Source: an optimization exercise on an open RTL-to-GDS flow (aim: small area, a short achievable clock period and few clock cycles). Production flows keep margins and buffers that such runs may drop.
In this exercise RTL edits were held to simulation tests only and were not proved equivalent to the original.
Power and IR drop assume default switching activity.

## flow/flow/run.sh

```bash
#!/bin/bash
# Standard ORFS layout, with timing repair aimed below the design's period.
set -euo pipefail
MARGIN=$(cat flow/margin.txt)
sed "s/^make -C/make SETUP_SLACK_MARGIN=$MARGIN -C/" standard.sh > standard_margin.sh
bash standard_margin.sh > make.log 2>&1
```

## flow/flow/margin.txt

```
6
```

## flow/standard.sh

```bash
#!/bin/bash
# synth_recipe.tcl (not shown) runs the flow's synth.tcl, then flattens the netlist and writes it again
# the make line also repeats each setting of config.mk as NAME=value (left out here)
make -C /OpenROAD-flow-scripts/flow DESIGN_CONFIG=/design/flow/config.mk WORK_HOME=/design/flow/orfs CLKGATE_MAP_FILE= SYNTH_SCRIPT=/design/flow/synth_recipe.tcl "${@:-finish}"
```

## flow/config.mk

```make
export PLATFORM = sky130hd
export DESIGN_NAME = fsm
export DESIGN_NICKNAME = fsm
export VERILOG_FILES = /design/flow/design.v
export SDC_FILE = /design/flow/constraint.sdc
export NUM_CORES = 4
export LEC_CHECK = 0
export ABC_AREA = 1
export CAP_MARGIN = 20
export CORE_MARGIN = 2
export CORE_UTILIZATION = 40
export SLEW_MARGIN = 20
```

## flow/constraint.sdc

```tcl
create_clock -name core_clock -period 10.0 [get_ports {clk}]
set_input_delay 2.0000 -clock core_clock [delete_from_list [all_inputs] [get_ports {clk}]]
set_output_delay 2.0000 -clock core_clock [all_outputs]
set_load 0.01 [all_outputs]
```

## flow/design.v

```verilog
`timescale 1ns / 1ps
module checkfr_fsm(
    input  [31:0] num_in,
    output        res,
    output        inf,
    output [24:0] inc
    );
    wire [7:0]  e = num_in[30:23];
    wire [22:0] m = num_in[22:0];
    wire [4:0]  u = e[4:0];
    wire        ge150 = e[7] & ((e[6:5] != 2'b00) | (u >= 5'd22));
    wire [22:0] fmask;
    genvar i;
    generate
        for (i = 0; i < 23; i = i + 1) begin : g_mask
            if (i <= 21) begin : g_lo
                assign fmask[i] = ge150 | (u <= 5'd21 - i);
            end else begin : g_hi
                assign fmask[i] = ge150;
            end
        end
        for (i = 0; i < 25; i = i + 1) begin : g_inc
            assign inc[i] = (u == 5'd23 - i);
        end
    endgenerate
    assign res = num_in[31] | !e[7] | ((m & fmask) != 23'd0);
    assign inf = !(e[7:5] == 3'b100 && u <= 5'd23);
endmodule
`timescale 1ns / 1ps
module sum_align(
    input  [22:0] am, bm,
    input  [23:0] q,
    input         e_gt, e_eq,
    input  [4:0]  sa,
    output        a_gt,
    output [22:0] mx_m,
    output [23:0] sh
    );
    wire        m_gt = am > bm;
    assign a_gt = e_gt | (e_eq & m_gt);
    wire [23:0] mn  = e_gt ? q : {1'b1, am};
    wire [23:0] shd = mn >> sa;
    assign sh   = e_eq ? {1'b1, (m_gt ? bm : am)} : shd;
    assign mx_m = a_gt ? am : bm;
endmodule
module sum_fsm(
    input  [24:0] a,
    input  [23:0] b,
    input         sub,
    output [25:0] s
    );
    assign s = {1'b0, a} + ({2'b00, b} ^ {26{sub}}) + {25'd0, sub};
endmodule
`timescale 1ns / 1ps
module del_fsm(
    input  [24:0] r,
    input  [23:0] d,
    input  [25:0] t2,         
    output [24:0] r_nx,
    output [1:0]  q
    );
    wire [26:0] r2 = {1'b0, r, 1'b0};
    wire [26:0] t1 = r2 - {3'b000, d};
    wire [26:0] a  = {3'b000, d};
    wire [26:0] b  = {2'b00, d, 1'b0};
    wire [26:0] c  = ~r2;
    wire [26:0] cs = a ^ b ^ c;
    wire [26:0] cc = {((a & b) | (a & c) | (b & c)), 1'b0};
    wire [26:0] t3 = ~(cs + cc);
    wire        n1 = t1[26];
    wire        n2 = t2[25];
    wire        n3 = t3[26];
    assign q = !n3 ? 2'd3 : !n2 ? 2'd2 : !n1 ? 2'd1 : 2'd0;
    wire [23:0] sel = !n3 ? t3[23:0] : !n2 ? {t2[22:0], 1'b0} : !n1 ? t1[23:0] : r2[23:0];
    assign r_nx = {sel, 1'b0};
endmodule
`timescale 1ns / 1ps
module pow2_fsm(
    input  [23:0] m,
    input  [23:0] s, c,
    input         cin,
    input  [7:0]  sx,
    output [23:0] s_nx, c_nx,
    output        cout,
    output        l7
    );
    function [63:0] csa;    
        input [31:0] a, b, d;
        begin
            csa = {a ^ b ^ d, ((a & b) | (a & d) | (b & d)) << 1};
        end
    endfunction
    wire [31:0] p0 = sx[0] ? {8'd0, m}       : 32'd0;
    wire [31:0] p1 = sx[1] ? {7'd0, m, 1'b0} : 32'd0;
    wire [31:0] p2 = sx[2] ? {6'd0, m, 2'd0} : 32'd0;
    wire [31:0] p3 = sx[3] ? {5'd0, m, 3'd0} : 32'd0;
    wire [31:0] p4 = sx[4] ? {4'd0, m, 4'd0} : 32'd0;
    wire [31:0] p5 = sx[5] ? {3'd0, m, 5'd0} : 32'd0;
    wire [31:0] p6 = sx[6] ? {2'd0, m, 6'd0} : 32'd0;
    wire [31:0] p7 = sx[7] ? {1'd0, m, 7'd0} : 32'd0;
    wire [31:0] p1c = p1 | {31'd0, cin};
    wire [63:0] a1 = csa({8'd0, s}, {8'd0, c}, p0);
    wire [63:0] b1 = csa(p1c, p2, p3);
    wire [63:0] c1 = csa(p4, p5, p6);
    wire [63:0] a2 = csa(a1[63:32], a1[31:0], b1[63:32]);
    wire [63:0] b2 = csa(b1[31:0], c1[63:32], c1[31:0]);
    wire [63:0] a3 = csa(a2[63:32], a2[31:0], b2[63:32]);
    wire [63:0] a4 = csa(a3[63:32], a3[31:0], b2[31:0]);
    wire [63:0] a5 = csa(a4[63:32], a4[31:0], p7);
    wire [8:0] lo = {1'b0, a5[39:32]} + {1'b0, a5[7:0]};
    assign cout = lo[8];
    assign l7   = lo[7];
    assign s_nx = a5[63:40];
    assign c_nx = a5[31:8];
endmodule
`timescale 1ns / 1ps
module fsm(
    input [15:0] dataIn,
    input R_I,
    input reset,
    input clk,
    output reg r_o,
    output reg [1:0] err,
    output [31:0] dataOut,
    output ready
    );
    localparam [3:0] W1 = 4'd0, W2 = 4'd1, W3 = 4'd2, W4 = 4'd3, MD = 4'd4,
                     S1 = 4'd5, S2 = 4'd6, NORM = 4'd7, ERRN = 4'd8;
    reg [3:0]  state;
    reg        rdy;
    reg [31:0] reg_x;       
    reg [31:0] reg_n;
    reg [24:0] cnt;         
    reg        last;        
    reg [4:0]  it;
    reg        first;       
    reg [7:0]  sx_r;        
    reg [23:0] acs, acc_c;  
    reg        acin;        
    reg        l23;         
    reg        q0r;         
    reg        sqd;         
    reg [3:0]  stopm1;      
    reg [4:0]  sa;          
    reg [24:0] rem;         
    reg [23:0] quo;
    reg        asub;        
    reg        bmd;         
    reg [7:0]  mx_e;        
    reg [7:0]  sqe;         
    reg [7:0]  ad;          
    reg        e_gt, e_eq;  
    reg        ovr;         
    reg        amb;         
    reg        ovf;         
    reg        mx_s;
    reg        sub;
    wire take = rdy & R_I;
    wire        fr_err, fr_inf;
    wire [24:0] fr_inc;
    checkfr_fsm FR(.num_in({reg_n[31:16], dataIn}), .res(fr_err), .inf(), .inc());
    checkfr_fsm FC(.num_in(reg_n), .res(), .inf(fr_inf), .inc(fr_inc));
    wire [24:0] tgt = {1'b1, reg_n[22:0], 1'b0};
    wire [23:0] xm = {1'b1, reg_x[22:0]};
    wire [7:0]  sx = first ? xm[7:0] : sx_r;
    wire [7:0]  sx_nx = it[0] ? xm[23:16] : xm[15:8];
    wire [23:0] acs_nx, acc_c_nx;
    wire        acin_nx, l7;
    pow2_fsm PW(.m(xm), .s(acs), .c(acc_c), .cin(acin), .sx(sx),
                .s_nx(acs_nx), .c_nx(acc_c_nx), .cout(acin_nx), .l7(l7));
    wire [23:0] sqsum = acs + acc_c + {23'd0, acin};    
    wire [25:0] as_s;
    sum_fsm SD(.a(rem), .b({reg_x[23] | bmd, reg_x[22:0]}), .sub(asub), .s(as_s));
    wire [24:0] rem_nx;
    wire [1:0]  qb;
    del_fsm DL(.r(rem), .d(xm), .t2(as_s), .r_nx(rem_nx), .q(qb));
    wire [7:0]  xe   = reg_x[30:23];
    wire        f24  = xm >= 24'hB504F4;           
    wire [7:0]  sq_e = {xe[6:0], 1'b0} + 8'd129 + {7'd0, f24};
    wire        amb_c = (xe == sq_e);
    wire        ovr_c = !amb_c && (xe[7] ? (xe > sq_e) : (xe < sq_e));
    wire [8:0]  dsq  = {1'b0, sqe} - {1'b0, mx_e};
    wire [8:0]  dqt  = {1'b0, mx_e} - {1'b0, sqe};
    wire [22:0] sq_m = acs[22:0];
    wire [30:0] sq   = {sqe, sq_m};
    wire [22:0] sqf_m = sqsum[23] ? sqsum[22:0] : {sqsum[21:0], l23};
    wire        over = xe[7] ? (reg_x[30:0] > sq) : (reg_x[30:0] < sq);
    wire [22:0] qt_m = q0r ? quo[22:0] : {quo[21:0], 1'b0};
    wire        al_agt;
    wire [22:0] al_m;
    wire [23:0] al_sh;
    sum_align SA(.am(sq_m), .bm(qt_m), .q(quo), .e_gt(e_gt), .e_eq(e_eq), .sa(sa),
                 .a_gt(al_agt), .mx_m(al_m), .sh(al_sh));
    wire [4:0]  need  = 5'd24 - ad[4:0] + {4'd0, !q0r};
    wire [3:0]  kdiv  = need[4:1] + {3'd0, need[0]};
    wire [3:0]  kmin  = 4'd5;
    wire        part  = e_gt && !e_eq && (ad < 8'd24);
    wire [3:0]  stop  = !part ? 4'd12 : (kdiv > kmin) ? kdiv : kmin;
    wire [4:0]  sa_q  = ad[4:0] + {stop, 1'b0} - 5'd24 - {4'd0, !q0r};
    wire [24:0] mant = as_s[24:0];
    wire [7:0]  e_up = mx_e + 8'd1;
    task automatic next_elem;
        begin
            acs <= 24'd0;
            acc_c <= 24'd0;
            acin <= 1'b0;
            quo <= 24'd0;
            rem <= {1'b0, 1'b1, reg_n[22:0]};
            it <= 5'd0;
            first <= 1'b1;
            asub <= 1'b1;
            bmd <= 1'b1;
        end
    endtask
    task automatic present;
        begin
            r_o <= 1'b1;
            if (last) begin
                rdy <= 1'b1;
                state <= W1;
            end else
                state <= MD;
        end
    endtask
    always @(posedge clk) begin
        if (reset) begin
            state <= W1;
            rdy <= 1'b1;
            r_o <= 1'b0;
        end else begin
            r_o <= 1'b0;
            case (state)
                W1: if (take) begin
                    reg_x[31:16] <= dataIn;
                    state <= W2;
                end
                W2: if (take) begin
                    reg_x[15:0] <= dataIn;
                    if ({reg_x[31:16], dataIn} == 32'd0) begin
                        err <= 2'b11;
                        r_o <= 1'b1;
                        state <= W1;
                    end else
                        state <= W3;
                end
                W3: if (take) begin
                    reg_n[31:16] <= dataIn;
                    state <= W4;
                end
                W4: if (take) begin
                    reg_n[15:0] <= dataIn;
                    rdy <= 1'b0;
                    err <= 2'b00;
                    cnt <= fr_inc;
                    last <= 1'b0;
                    acs <= 24'd0;
                    acc_c <= 24'd0;
                    acin <= 1'b0;
                    quo <= 24'd0;
                    rem <= {1'b0, 1'b1, reg_n[22:16], dataIn};
                    it <= 5'd0;
                    first <= 1'b1;
                    asub <= 1'b1;
                    bmd <= 1'b1;
                    r_o <= !fr_err;
                    state <= fr_err ? ERRN : MD;
                end
                ERRN: begin
                    err <= 2'b10;
                    reg_x <= 32'd0;
                    r_o <= 1'b1;
                    rdy <= 1'b1;
                    state <= W1;
                end
                MD: begin
                    if (it[3:0] <= 4'd2) begin
                        acs <= acs_nx;
                        acc_c <= acc_c_nx;
                        acin <= acin_nx;
                    end
                    if (it[3:0] == 4'd2) l23 <= l7;
                    rem <= rem_nx;
                    quo <= {quo[21:0], qb};
                    sx_r <= sx_nx;
                    first <= 1'b0;
                    it <= it + 5'd1;
                    ovf <= over;
                    case (it[3:0])
                        4'd0: begin
                            cnt  <= cnt + fr_inc;
                            sqe  <= sq_e;
                            amb  <= amb_c;
                            mx_e <= reg_n[30:23] - xe + 8'd126;
                            sub  <= reg_n[31] ^ reg_x[31];
                        end
                        4'd1: begin
                            q0r  <= quo[1];
                            mx_e <= mx_e + {7'd0, quo[1]};
                            last <= !fr_inf && (cnt == tgt);
                        end
                        4'd2: begin
                            e_gt <= dqt[8];
                            e_eq <= (dsq == 9'd0);
                            ad   <= dsq[8] ? dqt[7:0] : dsq[7:0];
                            mx_e <= dsq[8] ? mx_e : sqe;
                        end
                        4'd3: begin
                            acs[22:0] <= sqf_m;
                            sqd    <= e_gt & (ad >= 8'd24);
                            stopm1 <= stop - 4'd1;
                            sa     <= part ? sa_q : (ad >= 8'd24) ? 5'd24 : ad[4:0];
                        end
                        default: ;
                    endcase
                    if (it[3:0] == 4'd0 && ovr_c) begin
                        err <= 2'b01;
                        reg_x <= 32'd0;
                        r_o <= 1'b1;
                        rdy <= 1'b1;
                        state <= W1;
                    end else if (it[3:0] == 4'd3 && !amb && e_gt && (ad >= 8'd24)) begin
                        reg_x <= {1'b0, sqe, sqf_m};
                        next_elem;
                        present;
                    end else if (it[3:0] == stopm1 && it[3:0] >= 4'd4)
                        state <= S1;
                end
                S1: begin
                    if (amb && ovf) begin
                        err <= 2'b01;
                        reg_x <= 32'd0;
                        r_o <= 1'b1;
                        rdy <= 1'b1;
                        state <= W1;
                    end else if (amb && sqd) begin
                        reg_x <= {1'b0, sq};
                        next_elem;
                        present;
                    end else begin
                        rem <= {2'b01, al_m};
                        reg_x[23:0] <= al_sh;
                        mx_s <= al_agt ? 1'b0 : sub;
                        asub <= sub;
                        bmd <= 1'b0;
                        state <= S2;
                    end
                end
                S2: begin
                    reg_x <= {mx_s, (mant[24] ? e_up : mx_e), (mant[24] ? mant[23:1] : mant[22:0])};
                    next_elem;
                    if (mant[24] || mant[23])
                        present;
                    else
                        state <= NORM;
                end
                NORM: begin
                    reg_x[30:0] <= {reg_x[30:23] - 8'd1, reg_x[21:0], 1'b0};
                    it <= it + 5'd1;
                    if (reg_x[22] || it == 5'd22) begin
                        it <= 5'd0;
                        present;
                    end
                end
                default: begin
                    state <= W1;
                    rdy <= 1'b1;
                end
            endcase
        end
    end
    assign dataOut = reg_x;
    assign ready = rdy;
endmodule
```

==> metrics.md, run 1 <==
| Metric | Value |
|---|---|
| Syn_nets | 5334 |
| CTS tree | done |
| Post-synth ARST share | 0% |
| Number of CTS-inserted buffers | 35 |
| Total die area | 87500 um^2 |
| Startpoint Class | flop |
| Leakage power | around 18 nW |
| IO Count | 55 |
| Drc violations | 0 |
| Number of global-route vias before repair | about 33000 |
| Slew @ Worst Pin | roughly 1.1 ns |
| WP data required | 10.32 ns |
| Tcrit/Tclk final | between 40 and 50% |
| Largest net degree at the start of global routing | slightly above 70 |
| Core area | between 80000 and 90000 um^2 |
| Hold Crit Class | reg -> reg |
| Terminus of the critical flop-to-flop path | acin$_SDFFCE_PN0P_ |
| Starting Density | approximately two fifths |
| Synth Cell Area | around 34000 um^2 |
| Synth Area per Inst | 7.07 um^2 |
| Layout cells sized above 1 | around 15% |
| Routability cong. | roughly 1.0 |
| Number of max-capacitance violations reported | 0 |
| Clock latency (worst-skew pair) | 0.60 ns |
| Crit path cell chain | buf_6 -> buf_6 -> a21oi_4 -> clkinvlp_4 -> buf_12 -> nor2_4 -> fa_1 -> inv_2 -> fa_1 -> fa_1 -> fa_1 -> fa_2 -> inv_2 -> ha_4 -> a211oi_2 -> nor3_1 |
| Final std cells w/o fill | 6155 |
| Gate Count Post-Synth | about 4800 |
| Die H | between 200 and 300 um |
| Nets | 5497 |
| Worst Clk Skew | ~0.045 ns |
| Avg Vias per Cell | approximately 5.7 |
| GRT Overall Usage | around 32% |
| Final wirelength | between 100 and 150 mm |
| CP max stage delay | approximately 0.57 ns |
| Post-synth top flop | edfxtp_1 |
| Worst rel slew slack | approximately 29% |
| Fmax | ~0.22 GHz |
| Reg-to-reg startpoint | first$_SDFFCE_PN1P_ |
| Placed Instances | ~6000 |
| Grt ovf | 0 |
| Synth Register Bits | 254 |
| Area grow syn2layout | 19.7% |
| RSZ-0062 raised after global routing | yes |
| Hold slack final | 0.532 ns |
| Root Buffer | clkbuf_16 |
| Worst reg2reg setup slack | between 5 and 6 ns |
| Setup TNS Final | 0 ns |
| Status | no timing/DRC/antenna violations |
| Worst vdd ir | approximately 0.11 mV |
| Drt wl/cell | roughly 24 um |
| Fin. Hold Viols | 0 |
| Most used cell, CP | fa_1 |
| Post-detailed-route count of antenna-violating nets | 0 |
| First-pass GRT wire length | 209 mm |
| Crit-path slowest cell | fa_2 |
| Clock sink count | between 200 and 300 |
| Crit path DAT | between 4 and 5 ns |
| R2r worst-path depth | 16 |
| DR vias | about 35000 |
| Endpoints failing setup | 0 |
| CP startpoint | first$_SDFFCE_PN1P_ |
| Initial antenna violation count | 3 |
| Die Wd | about 300 um |
| PortBufs | 54 |
| Drt pass-1 iters | 8 |
| Cell variety after synth | 60 |
| Post-DP HPWL | about 110 mm |
| CP Class | reg -> reg |
| Sequential share of the synthesized area | ~22% |
| H-tree Lvls | 2 |
| Setup ws final | 5.40 ns |
| Reg clk slew, reported paths | ~0.070 ns |
| Min cycle time layout | about 4.6 ns |
| Yosys warns | 2 |
| Worst Setup End Kind | flop |
| Clock buffer depth | 3 |
| P per Cell Area | ~94 nW/um^2 |
| EDFF count, synth | 248 |
| Slew Viols, Final | 0 |
| Util after Layout | between 40% and 50% |
| Row Count | 107 |
| 1st-iter DRT viols | approximately 4400 |
| Place WS | 4.10 ns |
| CP endpoint | acin$_SDFFCE_PN0P_ |
| Crit-path max FO | 3 |
cells by family after synthesis:
kind of cell / synth area share (%)
DFF: 22.2
muxes: 0.0294
buffers and inverters: 9.86
xor gates and xnor gates: 3.39
AOI/OAI and AO/OA: 11.5
and+or+nand+nor: 30.1
adders and majority gates: 22.9
metal layers:
metal / vias to the layer above / wire length (um) / GRT usage, %
met5: - / 23 / 0
met4: 4 / 9160 / 16.7
met3: 413 / 17000 / 7.82
met2: 1994 / 62400 / 48.4
met1: 16664 / 58300 / 43.3
li1: 16066 / - / -
area by class of cell:
class	instances	area, um^2
Antenna cell	2	5.00
Sequential cell	254	7570
Timing Repair inverter	10	169
Tap cell	1144	1430
Clock inverter	21	209
Timing Repair Buffer	266	2760
Inverter	692	2760
Clock buffer	42	912
Multi-Input combinational cell	3724	25000
Fill cell	8472	44000
worst min-delay path by stage:
stage                              from                  to  slack, ns  depth (start not counted)
final                     sub$_DFFE_PP_  asub$_SDFFCE_PN1P_       0.53                          2
after global routing      sub$_DFFE_PP_  asub$_SDFFCE_PN1P_       0.58                          2
after CTS                 sub$_DFFE_PP_  asub$_SDFFCE_PN1P_       0.52                          2
after detailed placement  sub$_DFFE_PP_  asub$_SDFFCE_PN1P_       0.52                          2
after global placement    sub$_DFFE_PP_  asub$_SDFFCE_PN1P_       0.52                          2
after floorplan           sub$_DFFE_PP_  asub$_SDFFCE_PN1P_       0.49                          2
flip-flops by register name, summed over array words and instances (netlist names), 2 cells and up:
signal  flops
sqe         8
it          5
err         2
cnt        25
reg_x      32
sx_r        8
rem        25
acs        24
mx_e        8
quo        24
sa          5
ad          8
acc_c      24
state       4
stopm1      4
reg_n      32
synthesized netlist by cell type, drive strengths merged (5+ instances only):
library cell | count | area, um^2
nand4 | 70 | 453
o21ai | 258 | 1300
or2 | 18 | 113
o21a | 13 | 97.6
o21bai | 11 | 82.6
dfxtp | 6 | 120
ha | 279 | 3490
a31oi | 5 | 31.3
fa | 216 | 4320
nand3 | 380 | 1970
edfxtp | 248 | 7450
nor4 | 19 | 119
nor2 | 550 | 2140
a211oi | 32 | 240
o211ai | 66 | 495
a21oi | 268 | 1370
nor3 | 40 | 200
clkinv | 5 | 18.8
o31ai | 8 | 60.1
xnor2 | 48 | 420
and2 | 5 | 33.8
nand2 | 1277 | 4880
o221ai | 5 | 43.8
buf | 73 | 454
xor2 | 84 | 736
a21o | 11 | 82.6
inv | 687 | 2580
nand3b | 37 | 294
clkbuf | 81 | 304
layout by cell type (no fill, tap or decap), types with 21 or more instances in the layout:
master,instances
inv_1,603
buf_6,36
nand3b_1,35
fa_2,38
a21oi_1,236
edfxtp_1,248
clkdlybuf4s50_1,51
nand2_1,1210
nand3_1,344
nor2_4,60
a21oi_2,23
o21ai_1,22
a211oi_1,27
o21ai_0,222
fa_1,178
xor2_1,79
inv_2,53
ha_1,263
nor3_1,35
nor2_1,435
nor2_2,55
buf_4,140
nand2_4,23
o211ai_1,66
nand4_1,69
clkinvlp_4,21
xnor2_1,43
clkbuf_16,41
nand2_2,38
stage by stage:
step	power, mW	instance area [um^2]
3_3_place_gp	2.40	35600
4_1_cts	3.73	38500
5_1_grt	4.01	40800
6_report	3.84	40800
2_1_floorplan	2.00	34300
3_5_place_dp	2.41	35600
power by group:
| group | internal (mW) | switching (mW) | total (mW) |
|---|---|---|---|
| registers | 1.18 | 0.0268 | 1.21 |
| clock network | 0.694 | 0.574 | 1.27 |
| logic | 0.528 | 0.842 | 1.37 |
critical path, delay by kind of cell, from the launching register on:
family | cells | cell delay [ns]
simple gates | 2 | 0.17
compound gates | 2 | 0.39
buf+inv | 6 | 0.73
flops | 1 | 0.40
fa+ha+maj | 6 | 2.64
what timing repair did:
action                     CTS  global route
hold buffers                 0             0
setup endpoints to repair  292           247
buffers inserted           110            64
gates resized for setup    221           376
pin swaps                   73           213
gates cloned                14            12
Testbench counts, summed over its fixed seeds: cycles 9,732.
==> run 2: changes to the inputs <==
==> flow/run.sh (new file) <==
#!/bin/bash
# synth_recipe.tcl (not shown) runs the flow's synth.tcl, then flattens the netlist and writes it again
# the make line also repeats each setting of config.mk as NAME=value (left out here)
make -C /OpenROAD-flow-scripts/flow DESIGN_CONFIG=/design/flow/config.mk WORK_HOME=/design/flow/orfs CLKGATE_MAP_FILE= SYNTH_SCRIPT=/design/flow/synth_recipe.tcl finish
--- a/flow/config.mk
+++ b/flow/config.mk
@@ -9,4 +9,5 @@
 export CAP_MARGIN = 20
 export CORE_MARGIN = 2
 export CORE_UTILIZATION = 40
+export SETUP_SLACK_MARGIN = 5
 export SLEW_MARGIN = 20
removed: flow/flow/run.sh
removed: flow/flow/margin.txt
removed: flow/standard.sh
==> run 2 against run 1 <==
  * Final area shrank 7.5%
  * Still clean on timing, DRC and antenna
  * Cell count decreased by 1.7%
  * First-iteration DRC count is 4.2% lower
  * Largest cell class unchanged
  * Setup slack got worse by 0.24 ns
  * Hold slack better by 0.0079 ns
  * Critical endpoint unchanged
  * Clock-buffer cell count is 5 higher
  * Critical path depth increased by 1
  * Sequential power barely moved
  * Sequential share of layout area grew 1.5 points
  * Register-to-register slack lost 0.24 ns
  * Power up 0.53%
  * Utilization down 3.6 points
==> metrics.md, run 2 <==
| Metric | Value |
|---|---|
| GRT Overall Usage | 30.9% |
| Synth Cell Area | roughly 34000 um^2 |
| Final std cells w/o fill | 6048 |
| Crit-path max FO | 5 |
| CTS tree | done |
| Reg clk slew, reported paths | roughly 0.060 ns |
| Post-synth ARST share | 0% |
| Leakage power | about 18 nW |
| Top flop regs | reg_n (32), reg_x (32) |
| Drt pass-1 iters | 6 |
| Number of global-route vias before repair | between 30000 and 40000 |
| Met3 Use GR | approximately 6.3% |
| CP Class | reg -> reg |
| Syn_nets | roughly 5300 |
| Place WS | around 4 ns |
| Hold slack final | approximately 0.54 ns |
| Total power | around 3.9 mW |
| Largest net degree at the start of global routing | 71 |
| Gate Count Post-Synth | about 4800 |
| Count leader, synth | nand2_1 |
| Post-detailed-route count of antenna-violating nets | 0 |
| Clock buffer depth | 3 |
| Most frequent cells after synthesis | 1253 x nand2_1, 667 x inv_1, 531 x nor2_1 |
| Placed Instances | between 5000 and 6000 |
| Post-synth top flop | edfxtp_1 |
| CP max stage delay | ~0.54 ns |
| Slew Viols, Final | 0 |
| Commonest cells after routing, fill and taps aside | 1253 x nand2_1, 650 x inv_1, 527 x nor2_1, 370 x nand3_1, 279 x ha_1 |
| Clock latency (worst-skew pair) | between 0.5 and 0.6 ns |
| Number of CTS-inserted buffers | 37 |
| GR peak layer | met2 |
| Synth area leaders | edfxtp_1 22%, nand2_1 14%, fa_1 13% |
| Min cycle time layout | around 4.8 ns |
| Root Buffer | clkbuf_16 |
| Layout cells sized above 1 | 6.39% |
| Hold Crit Class | reg -> reg |
| Fin. Hold Viols | 0 |
| Routability cong. | 0.987 |
| Worst vdd ir | roughly 0.13 mV |
| DR vias | 33941 |
| 1st-iter DRT viols | around 4200 |
| Setup TNS Final | 0 ns |
| Most common cell after layout, fill and taps aside | nand2_1 |
| Grt met2 use | 46.8% |
| Synth area leader | edfxtp_1 |
| Util after Layout | between 40% and 50% |
| Final wirelength | 138 mm |
| EDFF count, synth | approximately 250 |
| Sequential share of the synthesized area | between 20% and 30% |
| Die Wd | ~300 um |
| IO Count | 55 |
| RSZ-0062 raised after global routing | no |
| Post-DP HPWL | roughly 110 mm |
| Worst Clk Skew | 0.0259 ns |
| Synth Register Bits | ~250 |
| Initial antenna violation count | 0 |
| Avg Vias per Cell | 5.61 |
| Status | no timing/DRC/antenna violations |
| Placed instance area | 35600 um^2 |
| Total die area | 87500 um^2 |
| Yosys warns | 2 |
| H-tree Lvls | 2 |
| Slew @ Worst Pin | between 1 and 1.5 ns |
| Drc violations | 0 |
| Tcrit/Tclk final | about half |
| Crit path DAT | between 5 and 6 ns |
| P per Cell Area | 102 nW/um^2 |
| Area grow syn2layout | 10.7% |
| Core area | approximately 85000 um^2 |
| Worst rel slew slack | 25.7% |
| Drt wl/cell | about 23 um |
| Starting Density | 40.2% |
| Design area | between 30000 and 40000 um^2 |
| Critical path buffers and inverters | 5 |
| Cell variety after synth | 60 |
| Fmax | between 0.2 and 0.25 GHz |
| Most used cell, CP | fa_1 |
| Synth Area per Inst | between 7 and 8 um^2 |
| Clock sink count | 254 |
| Die H | between 200 and 300 um |
| Crit path cell chain | buf_4 -> buf_4 -> a21oi_4 -> clkinvlp_4 -> nor2_1 -> fa_1 -> fa_1 -> inv_1 -> fa_1 -> fa_1 -> inv_1 -> ha_1 -> ha_1 -> a21oi_1 -> o21ai_0 -> a211oi_1 -> nor3_1 |
| Met1 Resource Use GR | between 40% and 50% |
| PortBufs | 54 |
| Worst path top cell family by delay | adder cells |
| Nets | about 5400 |
| Grt ovf | 0 |
| Synth top area share | about 22% |
| First-pass GRT wire length | 201 mm |
| Setup ws final | 5.16 ns |
| Row Count | approximately 110 |
| Number of max-capacitance violations reported | 0 |
| WP data required | between 10 and 15 ns |
| Crit-path slowest cell | fa_1 |
| Endpoints failing setup | 0 |
| Startpoint Class | flop |
| Worst Setup End Kind | flop |
## run 2: repair_timing
item	4_1_cts	5_1_grt
cloned	3	3
setup endpoints to repair	110	120
setup buffers	26	47
hold buffers	0	0
endpoints found under the hold margin	0	0
pin swaps	0	3
resized for setup	37	16
## run 2: routing by layer
layer	up-vias	part of all wire, %
li1	15843	-
met1	16162	42
met2	1671	43
met3	265	10
met4	0	4.9
met5	-	0
## run 2: cell type report
class | count | area [um^2]
sequential | 254 | 7570
tap | 1144 | 1430
clock buffer | 47 | 1010
clock inverter | 19 | 313
fill | 8864 | 47000
timing repair buffer | 163 | 1370
multi-input combinational | 3723 | 23300
inverter | 692 | 2690
timing repair inverter | 3 | 22.5
antenna | 3 | 7.51
## run 2: where the power goes
group / internal, mW / switching, mW / leakage, nW / total, mW
clock: 0.904 / 0.577 / 0.646 / 1.48
sequential: 1.18 / 0.0334 / 2.30 / 1.21
combinational: 0.438 / 0.732 / 14.6 / 1.17
total: 2.52 / 1.34 / 17.6 / 3.87
## run 2: worst reg2reg max path: stages, from the launching register on
cell and delay (ns):
edfxtp_1 0.45, buf_4 0.19, buf_4 0.14, a21oi_4 0.23, clkinvlp_4 0.18, nor2_1 0.14, fa_1 0.45, fa_1 0.53
inv_1 0.05, fa_1 0.46, fa_1 0.54, inv_1 0.04, ha_1 0.28, ha_1 0.30, a21oi_1 0.13, o21ai_0 0.14
a211oi_1 0.24, nor3_1 0.07
## run 2: logic make-up after synthesis
family	after synthesis	share of synthesized area [%]
XOR/XNOR	132	3.39
AO/OA/AOI/OAI	692	11.5
buffers and inverters	846	9.86
multiplexers	1	0.0294
flip-flops	254	22.2
AND/OR/NAND/NOR	2400	30.1
adder cells (fa/ha/maj)	495	22.9
## run 2: worst paths after layout
| check | start | endpoint | slack [ns] | cells past startpoint |
|---|---|---|---|---|
| max | first$_SDFFCE_PN1P_ | acin$_SDFFCE_PN0P_ | 5.16 | 17 |
| min | mx_s$_SDFFCE_PP0P_ | reg_x[31]$_DFFE_PP_ | 0.54 | 1 |
| max reg2reg | first$_SDFFCE_PN1P_ | acin$_SDFFCE_PN0P_ | 5.16 | 17 |
| min reg2reg | mx_s$_SDFFCE_PP0P_ | reg_x[31]$_DFFE_PP_ | 0.54 | 1 |

-- separate check: timing with driven ports --
No port has a modelled driver above. Below, the same layouts with a new extraction and two added sets of constraints.
Step 1, drivers: a clkbuf_16 drives clk and a buf_2 each remaining input, both assumed.
Step 2 moves the port delays by t, midway between the first and last clock arrival at a register: inputs arrive t later, outputs are due t later. That takes back most of the time a late clock gives input paths.
Slacks: ideal / step 1 / step 2; pairs: ideal / step 1.
| run | t, ns | setup slack, ns | latest minus earliest clock arrival (ns) |
|---|---|---|---|
| run 1 | 0.647 | 5.401 / 5.401 / 5.401 | 0.047 / 0.047 |
| run 2 | 0.645 | 5.164 / 5.164 / 4.935 | 0.026 / 0.026 |
After both steps every run listed still meets setup and hold. The setup slack of run 2, which loses most, moves by 0.000 ns with the drivers and by -0.229 ns with both steps.
